From an optimization exercise on the open Yosys and OpenROAD flow, aimed at small area; shortcuts taken in it are not production practice.
In this exercise RTL edits were held to simulation tests only and were not proved equivalent to the original.
Power figures rest on the tool's default switching activity, not on a simulated workload.

==> fjord: inputs <==
## cpu
module cpu #(
    parameter int CLK_FREQ = 12_000_000,
    parameter int BAUD = 115_200
) (
    input logic clk,
    input logic reset,  
    input  logic so,
    output logic si,
    output logic sclk,
    output logic sram_ce,
    input  logic sda_i,
    output logic sda_o,
    output logic sda_oe,
    output logic scl,
    input  logic rx,
    output logic tx,
    input  logic [3:0] gpio_in,   
    output logic [3:0] gpio_out,
    output logic cos_ds,
    output logic cos_ds_n,
    output logic sin_ds,
    output logic sin_ds_n,
    output logic lo_i,
    output logic lo_q,
    output logic lo_ix,
    output logic lo_qx
);
==> flow/config.mk <==
export PLATFORM = sky130hd
export DESIGN_NAME = cpu
export DESIGN_NICKNAME = cpu
export VERILOG_FILES = /design/flow/design.v
export SDC_FILE = /design/flow/constraint.sdc
export NUM_CORES = 4
export LEC_CHECK = 0
export ABC_AREA = 1
export CAP_MARGIN = 20
export CORE_MARGIN = 2
export CORE_UTILIZATION = 40
export CTS_CLUSTER_DIAMETER = 100
export CTS_CLUSTER_SIZE = 20
export SLEW_MARGIN = 20
==> flow/constraint.sdc <==
create_clock -name core_clock -period 12.0 [get_ports {clk}]
set_input_delay 2.4000 -clock core_clock [delete_from_list [all_inputs] [get_ports {clk}]]
set_output_delay 2.4000 -clock core_clock [all_outputs]
set_load 0.01 [all_outputs]
run.sh (not shown) runs the stock make flow with config.mk's settings and CLKGATE_MAP_FILE= SYNTH_SCRIPT=/design/flow/synth_recipe.tcl, a recipe that flattens the netlist after the stock synthesis.
==> inputs of zinc, as changes to fjord <==
--- a/flow/design.v
+++ b/flow/design.v
@@ -552,44 +552,44 @@
 	reg  [29:0] diff_r;				 
 	reg  [37:0] data_interp_r;
 	reg  [41:0] accu2_r;
 	reg  [41:0] accu3_r;
 	assign o_ds = i_mode ? ~accu3_r[41] : ~accu2_r[39];
 	wire [29:0] pre_nxt_w = !i_ena_mod ? 30'b0 : (i_load_pre ? i_data : data_pre_r);
 	wire [29:0] diff_nxt_w;
-	csi_add #(.W(30), .U(11)) u_diff (.a(i_data_nxt), .b(~pre_nxt_w), .ci(1'b1), .s(diff_nxt_w), .co(), .c_msb());
+	csi_add #(.W(30), .U(14)) u_diff (.a(i_data_nxt), .b(~pre_nxt_w), .ci(1'b1), .s(diff_nxt_w), .co(), .c_msb());
 	reg  [37:0] data_step_w;
 	always @(*) begin
 		case (i_osr)
 			2'd0:    data_step_w = {{5{diff_r[29]}}, diff_r, 3'b0};
 			2'd1:    data_step_w = {{6{diff_r[29]}}, diff_r, 2'b0};
 			2'd2:    data_step_w = {{7{diff_r[29]}}, diff_r, 1'b0};
 			default: data_step_w = {{8{diff_r[29]}}, diff_r};
 		endcase
 	end
 	wire [37:0] interp_nxt_w;
-	csi_add #(.W(38), .U(16)) u_interp (.a(data_interp_r), .b(data_step_w), .ci(1'b0), .s(interp_nxt_w), .co(), .c_msb());
+	csi_add #(.W(38), .U(19)) u_interp (.a(data_interp_r), .b(data_step_w), .ci(1'b0), .s(interp_nxt_w), .co(), .c_msb());
 	wire [41:0] in_ext_w = {{4{data_interp_r[37]}}, data_interp_r};
 	wire [4:0] a2_hi_w;
 	rc_add #(.W(5)) u_acc2_fb (.a(accu2_r[41:37]), .b({{4{o_ds}}, 1'b1}), .ci(1'b0), .s(a2_hi_w), .co(), .c_msb());
 	wire [41:0] accu2_nxt_w;
-	csi_add #(.W(42), .U(19)) u_acc2 (.a({a2_hi_w, accu2_r[36:0]}), .b(in_ext_w), .ci(1'b0), .s(accu2_nxt_w), .co(), .c_msb());
+	csi_add #(.W(42), .U(22)) u_acc2 (.a({a2_hi_w, accu2_r[36:0]}), .b(in_ext_w), .ci(1'b0), .s(accu2_nxt_w), .co(), .c_msb());
 	wire [3:0] a3_hi_w;
 	rc_add #(.W(4)) u_acc3_fb (.a(accu3_r[41:38]), .b({{3{o_ds}}, 1'b1}), .ci(1'b0), .s(a3_hi_w), .co(), .c_msb());
 	wire [41:0] a3_w = {a3_hi_w, accu3_r[37:0]};
 	wire [41:0] cs_s_w, cs_c_w;
 	genvar i;
 	generate
 		for (i = 0; i < 42; i = i + 1) begin : g_csa
 			assign cs_s_w[i] = a3_w[i] ^ accu2_r[i] ^ in_ext_w[i];
 			assign cs_c_w[i] = (a3_w[i] & accu2_r[i]) | (in_ext_w[i] & (a3_w[i] ^ accu2_r[i]));
 		end
 	endgenerate
 	wire [41:0] accu3_nxt_w;
-	csi_add #(.W(42), .U(18)) u_acc3 (.a(cs_s_w), .b({cs_c_w[40:0], 1'b0}), .ci(1'b0), .s(accu3_nxt_w), .co(), .c_msb());
+	csi_add #(.W(42), .U(21)) u_acc3 (.a(cs_s_w), .b({cs_c_w[40:0], 1'b0}), .ci(1'b0), .s(accu3_nxt_w), .co(), .c_msb());
 	always @(posedge i_clk) begin
 		data_pre_r <= pre_nxt_w;
 		diff_r <= diff_nxt_w;
 		if (!i_ena_mod) begin
 			accu2_r <= 42'b0;
 			accu3_r <= 42'b0;
 			data_interp_r <= 38'b0;
@@ -750,20 +750,20 @@
     30'b001000000000000000000000000000};
   wire [29:0] angle = (shift_value < 5'd30) ? ATAN_TABLE[shift_value*30 +: 30] : 30'd0;
   wire        dir_up = ~z_r[29];
   wire [29:0] y_shr = $signed(y_r) >>> shift_value;
   wire [29:0] x_shr = $signed(x_r) >>> shift_value;
   wire [29:0] sx, sy;
   wire        cox, cmx, coy, cmy;
-  csi_add #(.W(30), .U(12)) u_x (.a(x_r), .b(y_shr ^ {30{dir_up}}), .ci(dir_up), .s(sx), .co(cox), .c_msb(cmx));
-  csi_add #(.W(30), .U(12)) u_y (.a(y_r), .b(x_shr ^ {30{~dir_up}}), .ci(~dir_up), .s(sy), .co(coy), .c_msb(cmy));
+  csi_add #(.W(30), .U(15)) u_x (.a(x_r), .b(y_shr ^ {30{dir_up}}), .ci(dir_up), .s(sx), .co(cox), .c_msb(cmx));
+  csi_add #(.W(30), .U(15)) u_y (.a(y_r), .b(x_shr ^ {30{~dir_up}}), .ci(~dir_up), .s(sy), .co(coy), .c_msb(cmy));
   wire [29:0] dx = (cox ^ cmx) ? {x_r[29], {29{~x_r[29]}}} : sx;
   wire [29:0] dy = (coy ^ cmy) ? {y_r[29], {29{~y_r[29]}}} : sy;
   wire [29:0] dz;
-  csi_add #(.W(30), .U(11)) u_z (.a(z_r), .b(angle ^ {30{dir_up}}), .ci(dir_up), .s(dz), .co(), .c_msb());
+  csi_add #(.W(30), .U(13)) u_z (.a(z_r), .b(angle ^ {30{dir_up}}), .ci(dir_up), .s(dz), .co(), .c_msb());
   wire z_hi = (Z_i[29:28] == 2'b01) && (Z_i[27:0] != 28'd0);   
   wire z_lo = (Z_i[29:28] == 2'b10);                            
   always @(posedge clk_i) begin
     if (strb_data_valid_i) z_r <= {z_hi ? 2'b00 : (z_lo ? 2'b11 : Z_i[29:28]), Z_i[27:0]};
     else z_r <= dz;
     if (!rstn_i) begin
       x_r <= 30'd0;
@@ -973,15 +973,15 @@
     DSMOD_ONLY,    
     DSMOD_CORDIC   
   } transmit_state_t;
   transmit_state_t transmit_state;
   logic [7:0] transmit_counter, transmit_counter_dec;
   rc_dec #(.W(8)) u_tc_dec (.a(transmit_counter), .s(transmit_counter_dec));
   logic [29:0] theta_nxt;
-  csi_add #(.W(30), .U(7)) u_theta (.a(theta), .b(f_c), .ci(1'b0), .s(theta_nxt), .co(), .c_msb());
+  csi_add #(.W(30), .U(9)) u_theta (.a(theta), .b(f_c), .ci(1'b0), .s(theta_nxt), .co(), .c_msb());
   assign cosine_nxt = cordic_strb_o ? X_o : cosine;
   assign sine_nxt   = cordic_strb_o ? Y_o : sine;
   always_ff @(posedge clk) begin
     transmission_reset_n <= 1;
     cosine <= cosine_nxt;
     sine   <= sine_nxt;
     if (cordic_strb_o) theta <= theta_nxt;
@@ -1535,15 +1535,15 @@
     endcase
   end
   logic is_sub;
   assign is_sub = ~force_add & (is_branch |
                   ((is_op | is_opi) & (funct3[2:1] == 2'b01)) |
                   (is_op & (funct3 == 3'b000) & funct7[5]));
   logic carry;
-  csi_add #(.W(32), .U(13)) u_add (.a(a), .b(b ^ {32{is_sub}}), .ci(is_sub), .s(sum), .co(carry), .c_msb());
+  csi_add #(.W(32), .U(15)) u_add (.a(a), .b(b ^ {32{is_sub}}), .ci(is_sub), .s(sum), .co(carry), .c_msb());
   logic lt_u, lt_s, eq;
   assign lt_u = ~carry;
   assign lt_s = (a[31] ^ b[31]) ? a[31] : sum[31];
   assign eq   = (sum == 32'd0);   
   logic is_sll;
   assign is_sll = (funct3 == 3'b001);
   logic [31:0] sh_in, sh_out, sh_r;
==> inputs of amber, as changes to fjord <==
--- a/flow/design.v
+++ b/flow/design.v
@@ -1285,38 +1285,26 @@
   always_ff @(posedge clk) begin
     mtime <= mtime_inc;
     gpio_in_sync <= gpio_in;
     if (reset == 0) begin
       state <= IDLE;
       uart_tx_en <= 0;
       mtime <= 0;
-      mtimecmp <= 0;
-      freq_status[1:0] <= 2'b00;
-      gpio_out <= 4'd0;
       gpio_in_sync <= 3'd0;
-      uart_rx_status[0] <= 1'b0;
-      osr_fc_reg <= {2'b11, 30'b000001100111110101011101010101};
-      uart_tx_cpb <= CYCLES_PER_BIT_DEFAULT;
-      uart_rx_cpb <= CYCLES_PER_BIT_DEFAULT;
-      scl_ratio <= SCL_RATIO_DEFAULT[15:0];
-      i2c_mask <= 4'b1111;
-      i2c_addr <= 7'b0;
-      ds_lo_conf <= 5'b00100;
     end else if (ce) begin
       state <= IDLE;
       uart_tx_en <= 0;
     end else begin
       case (state)
         IDLE: begin
           sclk_flag <= 0;
           if (is_sram) begin
             state <= memwrite ? WRITING : READING;
           end else if (is_gpio_out) begin
             if (memwrite) begin
-              gpio_out <= datain[3:0];
               state <= GPIO_WAIT;
             end else begin
               dataout <= 0;
               state   <= FAULT;
             end
           end else if (is_gpio_in) begin
             if (~memwrite) begin
@@ -1360,27 +1348,16 @@
           if (sclk_flag && ~master_busy) state <= FINISH;
         end
         GPIO_WAIT: state <= FINISH;
         CONTROL_REG: begin
           state <= FINISH;
           if (memwrite) begin
             case (addr[5:0])
-              I2C_DEVICE_LO:     i2c_addr <= datain[6:0];
-              I2C_MASK_LO:       i2c_mask <= datain[3:0];
               MTIME_LO:          mtime[31:0] <= datain;
               MTIMEH_LO:         mtime[63:32] <= datain;
-              MTIMECMP_LO:       mtimecmp[31:0] <= datain;
-              MTIMECMPH_LO:      mtimecmp[63:32] <= datain;
-              FREQ_STATUS_LO:    freq_status[1:0] <= datain[1:0];
-              FREQ_OSR_FC_LO:    osr_fc_reg <= datain;
-              FREQ_LO_DIV_LO:    ds_lo_conf <= datain[4:0];
-              UART_RX_STATUS_LO: uart_rx_status[0] <= datain[0];
-              UART_RX_CPB_LO:    uart_rx_cpb <= datain[15:0];
-              UART_TX_CPB_LO:    uart_tx_cpb <= datain[15:0];
-              SCL_RATIO_LO:      scl_ratio <= datain[15:0];
               default: ;
             endcase
           end else begin
             case (addr[5:0])
               I2C_DEVICE_LO:     dataout <= {25'b0, i2c_addr};
               I2C_MASK_LO:       dataout <= {28'b0, i2c_mask};
               I2C_ACK_LO:        dataout <= {27'b0, i2c_acks};
@@ -1400,14 +1377,33 @@
             endcase
           end
         end
         default: ;   
       endcase
     end
   end
+  localparam logic [31:0] OSR_FC_DEFAULT = {2'b11, 30'b000001100111110101011101010101};
+  logic        ctl_wr;
+  logic [31:0] d_rst;
+  assign ctl_wr = reset && !ce && (state == CONTROL_REG) && memwrite;
+  assign d_rst  = reset ? datain : 32'd0;
+  always_ff @(posedge clk) begin
+    if (!reset || (ctl_wr && addr[5:0] == I2C_DEVICE_LO)) i2c_addr <= d_rst[6:0];
+    if (!reset || (ctl_wr && addr[5:0] == I2C_MASK_LO)) i2c_mask <= reset ? datain[3:0] : 4'b1111;
+    if (!reset || (ctl_wr && addr[5:0] == MTIMECMP_LO)) mtimecmp[31:0] <= d_rst;
+    if (!reset || (ctl_wr && addr[5:0] == MTIMECMPH_LO)) mtimecmp[63:32] <= d_rst;
+    if (!reset || (ctl_wr && addr[5:0] == FREQ_STATUS_LO)) freq_status[1:0] <= d_rst[1:0];
+    if (!reset || (ctl_wr && addr[5:0] == FREQ_OSR_FC_LO)) osr_fc_reg <= reset ? datain : OSR_FC_DEFAULT;
+    if (!reset || (ctl_wr && addr[5:0] == FREQ_LO_DIV_LO)) ds_lo_conf <= reset ? datain[4:0] : 5'b00100;
+    if (!reset || (ctl_wr && addr[5:0] == UART_RX_STATUS_LO)) uart_rx_status[0] <= d_rst[0];
+    if (!reset || (ctl_wr && addr[5:0] == UART_RX_CPB_LO)) uart_rx_cpb <= reset ? datain[15:0] : CYCLES_PER_BIT_DEFAULT;
+    if (!reset || (ctl_wr && addr[5:0] == UART_TX_CPB_LO)) uart_tx_cpb <= reset ? datain[15:0] : CYCLES_PER_BIT_DEFAULT;
+    if (!reset || (ctl_wr && addr[5:0] == SCL_RATIO_LO)) scl_ratio <= reset ? datain[15:0] : SCL_RATIO_DEFAULT[15:0];
+    if (!reset || (!ce && state == IDLE && is_gpio_out && memwrite)) gpio_out <= d_rst[3:0];
+  end
   logic reading_or_writing;
   assign reading_or_writing = (state == READING || state == WRITING);
   always_comb begin
     master_busy = sram_busy;
     if (tgt_i2c) master_busy = i2c_busy;
     else if (tgt_uart) master_busy = uart_tx_busy;
   end
==> comparison <==
- Clock power is about the same in fjord and amber.
- The lowest die area belongs to amber, the highest to zinc.
- The lowest core utilization belongs to zinc, the highest to amber.
- Against amber, the sequential power of fjord is lower by about 6%.
